From an optimization exercise on the open Yosys and OpenROAD flow, aimed at small area, a short achievable clock period and few clock cycles; shortcuts taken in it are not production practice.
Function was checked by simulation only, so behaviour that the tests miss may differ from the original.

**flow/config.mk**
```make
export PLATFORM = sky130hd
export DESIGN_NAME = conv_core
export DESIGN_NICKNAME = conv_core
export VERILOG_FILES = /design/flow/design.v
export SDC_FILE = /design/flow/constraint.sdc
export NUM_CORES = 4
export LEC_CHECK = 0
export CAP_MARGIN = 20
export CORE_MARGIN = 2
export CORE_UTILIZATION = 40
export SLEW_MARGIN = 20
```
**flow/constraint.sdc**
```tcl
create_clock -name core_clock -period 6.0 [get_ports {clk}]
set_input_delay 1.2000 -clock core_clock [delete_from_list [all_inputs] [get_ports {clk}]]
set_output_delay 1.2000 -clock core_clock [all_outputs]
set_load 0.01 [all_outputs]
```
**flow/design.v**
```verilog
`timescale 1ns / 1ps
module mac_lane #(
    parameter IC_PAR = 16,      
    parameter DATA_WIDTH = 8,   
    parameter ACC_WIDTH = 28    
)(
    input wire clk,
    input wire rst_n,
    input wire en,          
    input wire clear_acc,   
    input wire valid_in,    
    input wire signed [IC_PAR-1:0][DATA_WIDTH-1:0] activations,
    input wire signed [IC_PAR-1:0][DATA_WIDTH-1:0] weights,
    output reg signed [ACC_WIDTH-1:0] result,
    output reg valid_out
);
    localparam TREE_DEPTH = $clog2(IC_PAR);
    localparam PIPE_DEPTH = 2 + TREE_DEPTH; 
    (* keep = "true" *) reg [PIPE_DEPTH-1:0] valid_pipe;
    (* keep = "true" *) reg [PIPE_DEPTH-1:0] clear_pipe;
    always @(posedge clk or negedge rst_n) begin
        if (!rst_n) begin
            valid_pipe <= 0;
            clear_pipe <= 0;
        end else begin
            valid_pipe <= {valid_pipe[PIPE_DEPTH-2:0], en ? valid_in : 1'b0};
            clear_pipe <= {clear_pipe[PIPE_DEPTH-2:0], clear_acc};
        end
    end
    wire valid_delayed = valid_pipe[PIPE_DEPTH-1];
    wire clear_delayed = clear_pipe[PIPE_DEPTH-1];
    reg signed [DATA_WIDTH-1:0] act_reg [0:IC_PAR-1];
    reg signed [DATA_WIDTH-1:0] wgt_reg [0:IC_PAR-1];
    integer i;
    always @(posedge clk) begin
        if (en) begin
            for (i=0; i<IC_PAR; i=i+1) begin
                act_reg[i] <= activations[i];
                wgt_reg[i] <= weights[i];
            end
        end
    end
    (* use_dsp = "yes" *) reg signed [15:0] products [0:IC_PAR-1];
    always @(posedge clk or negedge rst_n) begin
        if (!rst_n) begin
            for (i=0; i<IC_PAR; i=i+1) products[i] <= 0;
        end else begin
            for (i=0; i<IC_PAR; i=i+1) 
                products[i] <= $signed(act_reg[i]) * $signed(wgt_reg[i]);
        end
    end
    reg signed [ACC_WIDTH-1:0] tree [0:TREE_DEPTH][0:IC_PAR-1];
    always @(*) begin
        for (i = 0; i < IC_PAR; i = i + 1) begin
            tree[0][i] = $signed(products[i]);
        end
    end
    genvar s, k;
    generate
        for (s = 0; s < TREE_DEPTH; s = s + 1) begin : STAGE
            localparam COUNT = IC_PAR >> (s + 1);
            for (k = 0; k < COUNT; k = k + 1) begin : ADDER
                always @(posedge clk or negedge rst_n) begin
                    if (!rst_n) begin
                        tree[s+1][k] <= 0;
                    end else begin
                        tree[s+1][k] <= tree[s][2*k] + tree[s][2*k+1];
                    end
                end
            end
        end
    endgenerate
    wire signed [ACC_WIDTH-1:0] dot_product = tree[TREE_DEPTH][0];
    always @(posedge clk or negedge rst_n) begin
        if (!rst_n) begin
            result <= 0;
            valid_out <= 0;
        end else begin
            valid_out <= valid_delayed;
            if (clear_delayed) begin
                result <= (valid_delayed) ? dot_product : 0;
            end else if (valid_delayed) begin
                result <= result + dot_product;
            end
        end
    end
endmodule
`timescale 1ns / 1ps
module processing_element #(
    parameter IC_PAR = 16,
    parameter OC_PAR = 16,
    parameter DATA_WIDTH = 8
)(
    input wire clk,
    input wire rst_n,
    input wire en,
    input wire clear_acc,
    input wire valid_in,
    input wire signed [IC_PAR-1:0][DATA_WIDTH-1:0] pixel_in,
    input wire signed [OC_PAR-1:0][IC_PAR-1:0][DATA_WIDTH-1:0] weights_in,
    output wire signed [OC_PAR-1:0][27:0] pixel_out,
    output wire valid_out
);
    wire [OC_PAR-1:0] valid_outs;
    assign valid_out = valid_outs[0];
    genvar k;
    generate
        for (k = 0; k < OC_PAR; k = k + 1) begin : GEN_LANES
            mac_lane #(
                .IC_PAR(IC_PAR),
                .DATA_WIDTH(DATA_WIDTH)
            ) lane_inst (
                .clk(clk),
                .rst_n(rst_n),
                .en(en),
                .clear_acc(clear_acc),
		.valid_in(valid_in),
                .activations(pixel_in),       
                .weights(weights_in[k]),      
                .result(pixel_out[k]),
		.valid_out(valid_outs[k])
            );
        end
    endgenerate
endmodule
`timescale 1ns / 1ps
module vector_compute_unit #(
    parameter IC_PAR = 16,
    parameter OC_PAR = 16,
    parameter PP_PAR = 8,    
    parameter DATA_WIDTH = 8
)(
    input wire clk,
    input wire rst_n,
    input wire en,
    input wire clear_acc,
    input wire valid_in,
    input wire signed [PP_PAR-1:0][IC_PAR-1:0][DATA_WIDTH-1:0] img_vector_in,
    input wire signed [OC_PAR-1:0][IC_PAR-1:0][DATA_WIDTH-1:0] weights_in,
    output wire signed [PP_PAR-1:0][OC_PAR-1:0][27:0] img_vector_out,
    output wire valid_out
);
    wire [PP_PAR-1:0] valid_outs;
    assign valid_out = valid_outs[0];
    genvar p;
    generate
        for (p = 0; p < PP_PAR; p = p + 1) begin : GEN_PIXELS
            processing_element #(
                .IC_PAR(IC_PAR),
                .OC_PAR(OC_PAR),
                .DATA_WIDTH(DATA_WIDTH)
            ) pe_inst (
                .clk(clk),
                .rst_n(rst_n),
                .en(en),
                .clear_acc(clear_acc),
		.valid_in(valid_in),
                .pixel_in(img_vector_in[p]),  
                .weights_in(weights_in),      
                .pixel_out(img_vector_out[p]),
		.valid_out(valid_outs[p])
            );
        end
    endgenerate
endmodule
`timescale 1ns / 1ps
module line_buffer #(
    parameter IC_PAR = 16,
    parameter PP_PAR = 8,
    parameter DATA_WIDTH = 8,
    parameter MAX_IMG_WIDTH = 256
)(
    input wire clk,
    input wire rst_n,
    input wire shift_en,
    input wire restart,
    input wire [15:0] img_width_strips,
    input wire signed [PP_PAR-1:0][IC_PAR-1:0][DATA_WIDTH-1:0] data_in,
    output wire signed [PP_PAR-1:0][IC_PAR-1:0][DATA_WIDTH-1:0] row_0,
    output wire signed [PP_PAR-1:0][IC_PAR-1:0][DATA_WIDTH-1:0] row_1,
    output wire signed [PP_PAR-1:0][IC_PAR-1:0][DATA_WIDTH-1:0] row_2
);
    localparam RAM_DEPTH = MAX_IMG_WIDTH / PP_PAR;
    (* ram_style = "distributed" *)
    reg signed [PP_PAR-1:0][IC_PAR-1:0][DATA_WIDTH-1:0] ram_0 [0:RAM_DEPTH-1];
    (* ram_style = "distributed" *)
    reg signed [PP_PAR-1:0][IC_PAR-1:0][DATA_WIDTH-1:0] ram_1 [0:RAM_DEPTH-1];
    (* max_fanout = 20 *) reg [15:0] wr_ptr;
    (* max_fanout = 20 *) reg [15:0] rd_ptr;
    reg signed [PP_PAR-1:0][IC_PAR-1:0][DATA_WIDTH-1:0] r_row_0;
    reg signed [PP_PAR-1:0][IC_PAR-1:0][DATA_WIDTH-1:0] r_row_1;
    reg signed [PP_PAR-1:0][IC_PAR-1:0][DATA_WIDTH-1:0] r_row_2;
    assign row_0 = r_row_0;
    assign row_1 = r_row_1;
    assign row_2 = r_row_2;
    (* max_fanout = 20 *) reg local_sync_rst_n;
    always @(posedge clk) local_sync_rst_n <= rst_n;
    always @(posedge clk or negedge rst_n) begin
        if (!rst_n) begin
            wr_ptr <= 0;
            rd_ptr <= 0;
            r_row_0 <= 0;
            r_row_1 <= 0;
            r_row_2 <= 0;
        end else if (restart) begin
            wr_ptr <= 0;
            rd_ptr <= 0;
        end else if (shift_en) begin
            r_row_2 <= data_in;
            r_row_1 <= ram_1[rd_ptr];
            r_row_0 <= ram_0[rd_ptr];
	    if (local_sync_rst_n) begin
                ram_1[wr_ptr] <= data_in;
                ram_0[wr_ptr] <= ram_1[rd_ptr];
	    end
            if (wr_ptr == img_width_strips - 1) begin
                wr_ptr <= 0;
                rd_ptr <= 0;
            end else begin
                wr_ptr <= wr_ptr + 1;
                rd_ptr <= rd_ptr + 1;
            end
        end
    end
endmodule
`timescale 1ns / 1ps
module window_sequencer #(
    parameter IC_PAR = 16,
    parameter PP_PAR = 8,
    parameter DATA_WIDTH = 8
)(
    input wire clk,
    input wire rst_n,
    input wire [1:0] kernel_y, 
    input wire [1:0] kernel_x, 
    input wire load_new_data,  
    input wire [15:0] col_idx,          
    input wire [15:0] img_width_strips, 
    input wire [15:0] row_idx,          
    input wire [15:0] img_height,       
    input wire signed [PP_PAR-1:0][IC_PAR-1:0][DATA_WIDTH-1:0] lb_row_0,
    input wire signed [PP_PAR-1:0][IC_PAR-1:0][DATA_WIDTH-1:0] lb_row_1,
    input wire signed [PP_PAR-1:0][IC_PAR-1:0][DATA_WIDTH-1:0] lb_row_2,
    output wire signed [PP_PAR-1:0][IC_PAR-1:0][DATA_WIDTH-1:0] pixels_out
);
    reg signed [PP_PAR-1:0][IC_PAR-1:0][DATA_WIDTH-1:0] curr_strip_0;
    reg signed [PP_PAR-1:0][IC_PAR-1:0][DATA_WIDTH-1:0] curr_strip_1;
    reg signed [PP_PAR-1:0][IC_PAR-1:0][DATA_WIDTH-1:0] curr_strip_2;
    reg signed [PP_PAR-1:0][IC_PAR-1:0][DATA_WIDTH-1:0] next_strip_0;
    reg signed [PP_PAR-1:0][IC_PAR-1:0][DATA_WIDTH-1:0] next_strip_1;
    reg signed [PP_PAR-1:0][IC_PAR-1:0][DATA_WIDTH-1:0] next_strip_2;
    reg signed [IC_PAR-1:0][DATA_WIDTH-1:0] prev_last_pixel_0;
    reg signed [IC_PAR-1:0][DATA_WIDTH-1:0] prev_last_pixel_1;
    reg signed [IC_PAR-1:0][DATA_WIDTH-1:0] prev_last_pixel_2;
    always @(posedge clk or negedge rst_n) begin
        if (!rst_n) begin
            curr_strip_0 <= 0; next_strip_0 <= 0; prev_last_pixel_0 <= 0;
            curr_strip_1 <= 0; next_strip_1 <= 0; prev_last_pixel_1 <= 0;
            curr_strip_2 <= 0; next_strip_2 <= 0; prev_last_pixel_2 <= 0;
        end else if (load_new_data) begin
            prev_last_pixel_0 <= curr_strip_0[PP_PAR-1];
            prev_last_pixel_1 <= curr_strip_1[PP_PAR-1];
            prev_last_pixel_2 <= curr_strip_2[PP_PAR-1];
            curr_strip_0 <= next_strip_0;
            curr_strip_1 <= next_strip_1;
            curr_strip_2 <= next_strip_2;
            next_strip_0 <= lb_row_0;
            next_strip_1 <= lb_row_1;
            next_strip_2 <= lb_row_2;
        end
    end
    reg signed [PP_PAR-1:0][IC_PAR-1:0][DATA_WIDTH-1:0] selected_curr;
    reg signed [PP_PAR-1:0][IC_PAR-1:0][DATA_WIDTH-1:0] selected_next;
    reg signed [IC_PAR-1:0][DATA_WIDTH-1:0] selected_prev_pixel;
    reg signed [PP_PAR-1:0][IC_PAR-1:0][DATA_WIDTH-1:0] pixels_out_comb;
    (* max_fanout = 20 *) reg signed [PP_PAR-1:0][IC_PAR-1:0][DATA_WIDTH-1:0] pixels_out_reg;
    always @(posedge clk) begin
        pixels_out_reg <= pixels_out_comb;
    end
    assign pixels_out = pixels_out_comb;
    always @(*) begin
        selected_curr = 0; selected_next = 0; selected_prev_pixel = 0;
        case (kernel_y)
            2'd0: begin  
                selected_curr = curr_strip_0; 
                selected_next = next_strip_0;
                selected_prev_pixel = prev_last_pixel_0; 
            end
            2'd1: begin  
                selected_curr = curr_strip_1; 
                selected_next = next_strip_1;
                selected_prev_pixel = prev_last_pixel_1; 
            end
            2'd2: begin  
                selected_curr = curr_strip_2; 
                selected_next = next_strip_2;
                selected_prev_pixel = prev_last_pixel_2; 
            end
        endcase
    end
    integer p;
    always @(*) begin
        for (p = 0; p < PP_PAR; p = p + 1) begin
            case (kernel_x)
                2'd0: begin  
                    if (p == 0) begin
                        if (col_idx == 0) pixels_out_comb[p] = 0; 
                        else              pixels_out_comb[p] = selected_prev_pixel;
                    end else begin
                        pixels_out_comb[p] = selected_curr[p-1];
                    end
                end
                2'd1: begin  
                    pixels_out_comb[p] = selected_curr[p];
                end
                2'd2: begin  
                    if (p == PP_PAR-1) begin
                        if (col_idx == img_width_strips - 1) begin
                            pixels_out_comb[p] = 0;  
                        end else begin
                            pixels_out_comb[p] = selected_next[0]; 
                        end
                    end else begin
                        pixels_out_comb[p] = selected_curr[p+1];
                    end
                end
                default: pixels_out_comb[p] = 0;
            endcase
        end
    end
endmodule
`timescale 1ns / 1ps
module conv_controller #(
    parameter MAX_IMG_WIDTH = 256,
    parameter IC_PAR = 16,
    parameter LATENCY = 2 + $clog2(IC_PAR)
)(
    input wire clk,
    input wire rst_n,
    input wire start,
    input wire [15:0] img_width_strips,
    input wire [15:0] img_height,
    input wire din_valid,
    output reg din_ready,
    input wire [15:0] num_ic_tiles,
    output reg weight_req,
    input wire weight_ack,
    (* max_fanout = 20 *) output reg lb_shift_en,
    output reg lb_restart,
    (* max_fanout = 20 *) output reg seq_load,
    (* max_fanout = 20 *) output reg [1:0] k_x,
    (* max_fanout = 20 *) output reg [1:0] k_y,
    (* max_fanout = 20 *) input wire [1:0] stride,
    (* max_fanout = 20 *) input wire is_conv,
    (* max_fanout = 20 *) output reg cu_en,
    (* max_fanout = 20 *) output reg cu_clear,
    output reg [15:0] col_idx,
    output reg [15:0] row_idx,
    output reg dout_valid,
    output reg done
);
    localparam S_IDLE        = 0;
    localparam S_PRIME_ROW   = 1;  
    localparam S_PRIME_SEQ_1 = 2;  
    localparam SEQ_LOAD_0    = 8;  
    localparam S_PRIME_SEQ_2 = 3;  
    localparam SEQ_LOAD_1    = 9;  
    localparam S_COMPUTE     = 4;
    localparam S_WAIT        = 5;
    localparam S_FETCH_NEXT  = 6;  
    localparam S_FLUSH       = 10;  
    localparam S_DONE        = 7;
    localparam S_SWITCH_IC   = 11;
    localparam S_SKIP_COMPUTE = 12;
    localparam S_FETCH_WAIT  = 13;
    localparam S_FETCH_PULSE_2 = 14;
    reg [3:0] state;
    reg [3:0] kernel_step;
    reg [15:0] load_col_cnt;
    reg [15:0] load_row_cnt;
    reg [3:0] pipe_flush_cnt;
    reg [15:0] height_limit; 
    reg row_is_valid;
    wire [15:0] next_row_idx = row_idx + 1;
    wire next_row_mod_ok = (stride == 1) || (next_row_idx[0] == 0);
    wire next_row_in_bounds = (next_row_idx < height_limit);
    always @(posedge clk or negedge rst_n) begin
        if (!rst_n) begin
            state <= S_IDLE;
            din_ready <= 0;
            lb_shift_en <= 0;
            lb_restart <= 0;
            seq_load <= 0;
            cu_en <= 0;
            cu_clear <= 1;
            dout_valid <= 0;
            done <= 0;
            col_idx <= 0;
            row_idx <= 0;
            load_col_cnt <= 0;
            load_row_cnt <= 0;
            kernel_step <= 0;
            pipe_flush_cnt <= 0;
	    weight_req <= 0;
	    height_limit <= 0;
	    row_is_valid <= 1;
	    k_x <= 0;
	    k_y <= 0;
        end else begin
            lb_shift_en <= 0;
            lb_restart <= 0;
            seq_load <= 0;
            dout_valid <= 0;
            case (state)
                S_IDLE: begin
                    done <= 0;
                    if (start) begin
                        lb_restart <= 1;
                        load_col_cnt <= 0;
                        load_row_cnt <= 0;
                        col_idx <= 0;
                        row_idx <= 0;
			height_limit <= img_height - 2;
			row_is_valid <= 1;
                        state <= S_PRIME_ROW;
                    end
                end
                S_PRIME_ROW: begin
                    din_ready <= 1;
		    lb_shift_en <= 1;
                    if (din_valid && din_ready) begin
                        din_ready <= 0;
			lb_shift_en <= 0;
                        if (load_col_cnt == img_width_strips - 1) begin
                            load_col_cnt <= 0;
			    if (load_row_cnt == 1) begin
                                load_row_cnt <= 2; 
                                state <= S_PRIME_SEQ_1;
                            end else begin
                                load_row_cnt <= load_row_cnt + 1;
                            end
                        end else begin
                            load_col_cnt <= load_col_cnt + 1;
                        end
                    end
                end
                S_PRIME_SEQ_1: begin
                    din_ready <= 1;
		    lb_shift_en <= 1;
                    if (din_valid && din_ready) begin
                        din_ready <= 0;
			lb_shift_en <= 0;
                        if (load_col_cnt == img_width_strips - 1) begin
                            load_col_cnt <= 0;
                            load_row_cnt <= load_row_cnt + 1;
                        end else begin
                            load_col_cnt <= load_col_cnt + 1;
                        end
                        if (img_width_strips == 1) state <= SEQ_LOAD_0;   
                        else state <= SEQ_LOAD_0;
                    end
                end
		SEQ_LOAD_0: begin
		    seq_load <= 1;
		    if (img_width_strips == 1) begin
			state <= SEQ_LOAD_1;
		    end else begin
		        state <= S_PRIME_SEQ_2;
		    end
		end
                S_PRIME_SEQ_2: begin
                    din_ready <= 1;
		    lb_shift_en <= 1;
                    if (din_valid && din_ready) begin
                        din_ready <= 0;
			lb_shift_en <= 0;
                        if (load_col_cnt == img_width_strips - 1) begin
                            load_col_cnt <= 0;
                            load_row_cnt <= load_row_cnt + 1;
                        end else begin
                            load_col_cnt <= load_col_cnt + 1;
                        end
                        cu_clear <= 1;
                        kernel_step <= 0;
                        state <=  SEQ_LOAD_1;
                    end
                end
		SEQ_LOAD_1: begin
		    seq_load <= 1;
		    state <= S_COMPUTE;
		end
                S_COMPUTE: begin
		    if (!is_conv) begin
			cu_en <= 1;
			cu_clear <= 1;
			kernel_step <= 0;
			k_x <= 1;
			k_y <= 1;
			state <= S_WAIT;
		    end else begin
                        if (kernel_step < 9) begin
                            cu_en <= 1;
		            if (kernel_step == 0) cu_clear <= 1;
		            else cu_clear <= 0;
			    k_x <= kernel_step % 3;
			    k_y <= kernel_step / 3;
                            kernel_step <= kernel_step + 1;
                        end else begin
			    k_x <= 0;
			    k_y <= 0;
		            kernel_step <= 0;
                            cu_en <= 0;
                            pipe_flush_cnt <= 0;
                            state <= S_WAIT;
                        end
	    	    end
                end
                S_WAIT: begin
		    cu_en <= 0;
		    cu_clear <= 0;
                    if (pipe_flush_cnt == LATENCY) begin
                            dout_valid <= 1;
                            if (col_idx == img_width_strips - 1) begin
                                col_idx <= 0;
                                row_idx <= row_idx + 1;
				row_is_valid <= next_row_in_bounds && next_row_mod_ok;
                            end else begin
                                col_idx <= col_idx + 1;
                            end
                            if (row_idx == img_height - 1 && col_idx == img_width_strips - 1) begin
                                state <= S_DONE;
                            end else if (load_row_cnt >= img_height) begin
			        state <= S_FLUSH;
		            end else begin
                                state <= S_FETCH_NEXT;
			    end
                    end else begin
                        pipe_flush_cnt <= pipe_flush_cnt + 1;
                    end
                end
                S_FETCH_NEXT: begin
                    if (load_row_cnt >= img_height) begin
			state <= S_FLUSH;
                    end else begin
                        din_ready <= 1;
			lb_shift_en <= 1;
                        if (din_valid && din_ready) begin
                            din_ready <= 0;
			    lb_shift_en <= 0;
                            if (load_col_cnt == img_width_strips - 1) begin
                                load_col_cnt <= 0;
                                load_row_cnt <= load_row_cnt + 1;
                            end else begin
                                load_col_cnt <= load_col_cnt + 1;
                            end
			    state <= S_FETCH_WAIT;
                        end
                    end
                end
		S_FETCH_WAIT: begin
		    seq_load <= 1;  
                    if (img_width_strips == 1) begin
                        state <= S_FETCH_PULSE_2;
                    end else begin
                        if (row_is_valid) begin
                            cu_clear <= 1;
                            kernel_step <= 0;
                            state <= S_COMPUTE;
                        end else begin
                            state <= S_SKIP_COMPUTE;
                        end
                    end
		end
		S_FETCH_PULSE_2: begin
                    seq_load <= 1;  
                    if (row_is_valid) begin
                        cu_clear <= 1;
                        kernel_step <= 0;
                        state <= S_COMPUTE;
                    end else begin
                        state <= S_SKIP_COMPUTE;
                    end
                end
		S_SKIP_COMPUTE: begin
                    if (col_idx == img_width_strips - 1) begin
                        col_idx <= 0;
                        row_idx <= row_idx + 1;
			row_is_valid <= next_row_in_bounds && next_row_mod_ok;
                    end else begin
                        col_idx <= col_idx + 1;
                    end
                    if (row_idx == img_height - 1 && col_idx == img_width_strips - 1) begin
                        state <= S_DONE;
                    end else if (load_row_cnt >= img_height) begin
                        state <= S_FLUSH;
                    end else begin
                        state <= S_FETCH_NEXT;
                    end
                end
		S_FLUSH: begin
		    lb_shift_en <= 1;
		    if (lb_shift_en) begin
			lb_shift_en <= 0;
		        seq_load <= 1;
		        if (load_col_cnt == img_width_strips - 1) begin
		    	    load_col_cnt <= 0;
		    	    load_row_cnt <= load_row_cnt + 1; 
		        end else begin
		    	    load_col_cnt <= load_col_cnt + 1;
		        end
			if (img_width_strips == 1) state <= S_FETCH_PULSE_2;
			else begin
			    if (row_is_valid) begin
                                cu_clear <= 1;
                                kernel_step <= 0;
                                state <= S_COMPUTE;
                            end else begin
                                state <= S_SKIP_COMPUTE;
                            end
			end
		    end
		end
                S_DONE: begin
                    done <= 1;
                    if (!start) state <= S_IDLE;
                end
            endcase
        end
    end
endmodule
`timescale 1ns / 1ps
module conv_accelerator #(
    parameter IC_PAR = 16,
    parameter OC_PAR = 16,
    parameter PP_PAR = 8,
    parameter DATA_WIDTH = 8,
    parameter MAX_IMG_WIDTH = 256
)(
    input wire clk,
    input wire rst_n,
    input wire start,
    input wire [15:0] img_width_strips,
    input wire [15:0] img_height,
    input wire [15:0] img_channels,
    input wire signed [OC_PAR-1:0][IC_PAR-1:0][DATA_WIDTH-1:0] weights,
    output wire [1:0] k_x,
    output wire [1:0] k_y,
    input wire [1:0] stride,
    input wire is_conv,
    output wire weight_req,
    input wire weight_ack,
    input wire signed [PP_PAR-1:0][IC_PAR-1:0][DATA_WIDTH-1:0] din_data,
    input wire din_valid,
    output wire din_ready,
    output wire signed [PP_PAR-1:0][OC_PAR-1:0][27:0] dout_data,
    output wire dout_valid,
    output wire done
);
    wire lb_shift_en, lb_restart, seq_load, cu_en, cu_clear;
    wire [15:0] col_idx, row_idx;
    wire signed [PP_PAR-1:0][IC_PAR-1:0][DATA_WIDTH-1:0] row_0, row_1, row_2;
    wire signed [PP_PAR-1:0][IC_PAR-1:0][DATA_WIDTH-1:0] seq_out;
    wire cu_valid_out;
    wire conv_controller_dout_valid;
    assign dout_valid = is_conv ? conv_controller_dout_valid : cu_valid_out;
    conv_controller #(
        .MAX_IMG_WIDTH(MAX_IMG_WIDTH),
	.IC_PAR(IC_PAR)
    ) ctrl (
        .clk(clk), .rst_n(rst_n), .start(start),
        .img_width_strips(img_width_strips), .img_height(img_height),
        .din_valid(din_valid), .din_ready(din_ready),
        .lb_restart(lb_restart),
	.num_ic_tiles(img_channels / IC_PAR),
	.weight_req(weight_req),
	.weight_ack(weight_ack),
        .lb_shift_en(lb_shift_en), .seq_load(seq_load),
        .k_x(k_x), .k_y(k_y),
	.stride(stride),
	.is_conv(is_conv),
        .cu_en(cu_en), .cu_clear(cu_clear),
        .col_idx(col_idx), .row_idx(row_idx),
        .dout_valid(conv_controller_dout_valid), .done(done)
    );
    line_buffer #(
        .IC_PAR(IC_PAR), .PP_PAR(PP_PAR), .DATA_WIDTH(DATA_WIDTH), .MAX_IMG_WIDTH(MAX_IMG_WIDTH)
    ) lb (
        .clk(clk), .rst_n(rst_n),
        .shift_en(lb_shift_en && (din_valid || !din_ready)),
        .restart(lb_restart),
        .img_width_strips(img_width_strips),
        .data_in(din_data),
        .row_0(row_0), .row_1(row_1), .row_2(row_2)
    );
    window_sequencer #(
        .IC_PAR(IC_PAR), .PP_PAR(PP_PAR), .DATA_WIDTH(DATA_WIDTH)
    ) seq (
        .clk(clk), .rst_n(rst_n),
        .kernel_y(k_y), .kernel_x(k_x), .load_new_data(seq_load),
        .col_idx(col_idx), .img_width_strips(img_width_strips),
        .row_idx(row_idx), .img_height(img_height),
        .lb_row_0(row_0), .lb_row_1(row_1), .lb_row_2(row_2),
        .pixels_out(seq_out)
    );
    vector_compute_unit #(
        .IC_PAR(IC_PAR), .OC_PAR(OC_PAR), .PP_PAR(PP_PAR), .DATA_WIDTH(DATA_WIDTH)
    ) cu (
        .clk(clk), .rst_n(rst_n), .en(cu_en), .clear_acc(cu_clear),
        .valid_in(cu_en),
        .img_vector_in(seq_out),
        .weights_in(weights),
        .img_vector_out(dout_data),
        .valid_out(cu_valid_out)
    );
endmodule
`timescale 1ns / 1ps
module conv_core (
    input  wire         clk,
    input  wire         rst_n,
    input  wire         start,
    input  wire [3:0]   img_width_strips,
    input  wire [5:0]   img_height,
    input  wire [1:0]   stride,
    input  wire [127:0] weights,
    output wire [1:0]   k_x,
    output wire [1:0]   k_y,
    input  wire [63:0]  din_data,
    input  wire         din_valid,
    output wire         din_ready,
    output wire [223:0] dout_data,
    output wire         dout_valid,
    output wire         done
);
    wire weight_req_unused;
    conv_accelerator #(
        .IC_PAR(4), .OC_PAR(4), .PP_PAR(2),
        .DATA_WIDTH(8), .MAX_IMG_WIDTH(16)
    ) acc (
        .clk(clk), .rst_n(rst_n), .start(start),
        .img_width_strips({12'd0, img_width_strips}),
        .img_height({10'd0, img_height}),
        .img_channels(16'd4),
        .weights(weights),
        .k_x(k_x), .k_y(k_y),
        .stride(stride),
        .is_conv(1'b1),
        .weight_req(weight_req_unused),
        .weight_ack(1'b0),
        .din_data(din_data),
        .din_valid(din_valid),
        .din_ready(din_ready),
        .dout_data(dout_data),
        .dout_valid(dout_valid),
        .done(done)
    );
endmodule
```
**flow/run.sh**
```bash
#!/bin/bash
# synth_recipe.tcl (not shown) runs the flow's synth.tcl, then flattens the netlist and writes it again
# the make line also repeats each setting of config.mk as NAME=value (left out here)
make -C /OpenROAD-flow-scripts/flow DESIGN_CONFIG=/design/flow/config.mk WORK_HOME=/design/flow/orfs CLKGATE_MAP_FILE= SYNTH_SCRIPT=/design/flow/synth_recipe.tcl finish
```
==> notes.md <==
-- final cells by class --
class                      instances  area, sq um  area share
multi-input combinational      12740       116600      0.4888
clock inverter                   159         1924    0.008065
timing repair buffer             753         7457     0.03125
antenna                           56        140.1   0.0005873
inverter                        2166         8132     0.03408
sequential                      3164        85290      0.3574
tap                             6994         8751     0.03667
clock buffer                     512        10280     0.04309
-- what timing repair did --
| item | in CTS | in global routing |
|---|---|---|
| endpoints found under the setup margin | 0 | 0 |
| hold buffers | 1 | 0 |
| hold endpoints to repair | 9 | 0 |
| gates resized for setup | 0 | 0 |
-- metal layers --
metal / vias up / GRT usage / routed length [um]
met5: - / 0 / 138
met4: 20 / 0.07477 / 22790
met3: 749 / 0.03341 / 35700
met2: 3584 / 0.3473 / 268100
met1: 71020 / 0.3081 / 264900
li1: 63830 / - / -
-- metrics by stage --
stage,utilization,cells,setup WS [ps]
floorplan,-,18790,369.3
global placement,0.4274,25810,690.2
detailed placement,0.4275,25810,627.1
CTS,0.4506,26490,591.6
global route,0.4511,26520,206.0
finish,0.4512,26550,586.8
-- final timing paths --
check | from | to | slack, ps
min in group asynchronous | rst_n | asynchronous set/reset pin | 730
max in group asynchronous | rst_n | asynchronous set/reset pin | 3210
worst max register to register | flop | flop | 590
worst max-delay path | flop | flop | 590
worst min register to register | flop | flop | 350
worst min-delay path | flop | flop | 350
-- worst max-delay path: cells and delay by family, from the launching register on --
family / cells / cell delay [ps]
DFF: 1 / 1090
adders and majority gates: 5 / 2400
AOI/OAI and AO/OA: 6 / 1040
buffers and inverters: 2 / 130
and+or+nand+nor: 3 / 500
xor gates and xnor gates: 1 / 130
==> results.toml <==
[finish]
n_fill_cell = 48670
final_cell_area_sq_mm = 0.2386
layout_common_cells = "inv_1, dfrtp_1, fa_1"
largestRegisters = "acc.cu.GEN_PIXELS.pe_inst.GEN_LANES.lane_inst.products: 512 flops, acc.lb.ram_0: 512 flops, acc.lb.ram_1: 512 flops"
drive_gt1_frac = 0.09449
fin_nets = 22780
area_growth_pct = 12.30
final_common_cell = "inv_1"

[timing]
fin_crit_ps = 5413
rsz0062_at_grt = "no"
max_freq_mhz = 184.7
slew_violations = 0
hold_viol = 0
fin_worst_skew_ps = 94.95
setup_viol = 0
finalCritPeriodShare = 0.9022
tightest_slew_ps = 1208
slew_headroom = 0.1858
finalSetupTns_ps = 0
holdWs_ps = 348.4

[floorplan]
initial_core_util = 0.4018
core_region_area_sq_mm = 0.5288
die_area_sq_mm = 0.5371
fp-row-count = 267
die_w_um = 732.8
die_h_um = 732.8
ioPinCount = 439

[worst_setup_path]
crit_path_max_incr_delay_ps = 1090
path_common_cell = "fa_1"
end_kind = "flop"
path_max_fanout = 27
worstPathCellList = "nand2_1 -> fa_1 -> fa_1 -> inv_1 -> fa_1 -> fa_1 -> ha_1 -> inv_1 -> o21ai_0 -> and2_1 -> o21ai_0 -> nand2b_1 -> a21o_1 -> a21o_1 -> a21o_1 -> a21oi_1 -> xnor2_1"
cp_slowest_cell = "edfxtp_1"
cp.required_ps = 6850
critPathArrivalTime_ps = 6260
path_class = "flop to flop"
rr_worst_depth = 17
start_kind = "flop"

[grt]
overflow = 0
grt_first_pass_wirelength_mm = 898.2
grt_pass1_vias = 141800
grt_usage = 0.2194
grt_antenna_before_repair = 84
grt_max_degree = 175

[detailed_routing]
drc = 0
wl_per_cell_um = 22.29
first_pass_iters = 7
drt_iter0_markers = 10090
ant_nets = 0
finalWirelength_mm = 591.7
num_vias = 139200
viasPerCell = 5.244

[place]
hpwl_mm = 444.1
postPlaceCellArea_sq_mm = 0.2261
port_buffers = 438
place_congestion = 0.9150

[clocking]
clock_latency_ps = 1010
path_clk_slew_ps = 70
cts_buffers = 360
root_buffer = "clkbuf_16"
post_cts_buffers = 0
cts_sinks = 3164
cts_tree = "done"
h-tree-depth = 5
ctsLongestPathBuffers = 4

[status]
status = "timing/DRC/antenna clean"

[hold_path]
hp-class = "flop to flop"
hold_path_depth = 0

[flow_run]
drv_cap = 0

[logic_synthesis]
synth.avg_cell_area_sq_um = 11.31
synth_cells = 18790
netlist_area_sq_mm = 0.2125
yosys_warnings = 11
synth_fp_nets = 22380
Testbench counts, summed over its fixed seeds: cycles 18,691.

-- what the ideal ports hide --
No port has a modelled driver above. Below, the same layout with a new extraction and two added sets of constraints.
Step 1 sets driving cells, clkbuf_16 on the clock port and buf_2 on the other inputs (assumed; they add their load-dependent delay and slew).
Step 2 moves the port delays by t, midway between the first and last clock arrival at a register: inputs arrive t later, outputs are due t later. That takes back most of the time a late clock gives input paths.
Slacks: ideal ports / drivers / drivers and shift; pairs: ideal ports / drivers.
t (ns): 1.083
setup slack, ns: 0.587 / 0.587 / 0.587
worst slew at a driven data input, ns: 0.20
cell pins on the clock port's net: 1
After both steps this run still meets setup and hold. The setup slack of this run moves by 0.000 ns with the drivers and by 0.000 ns with both steps.
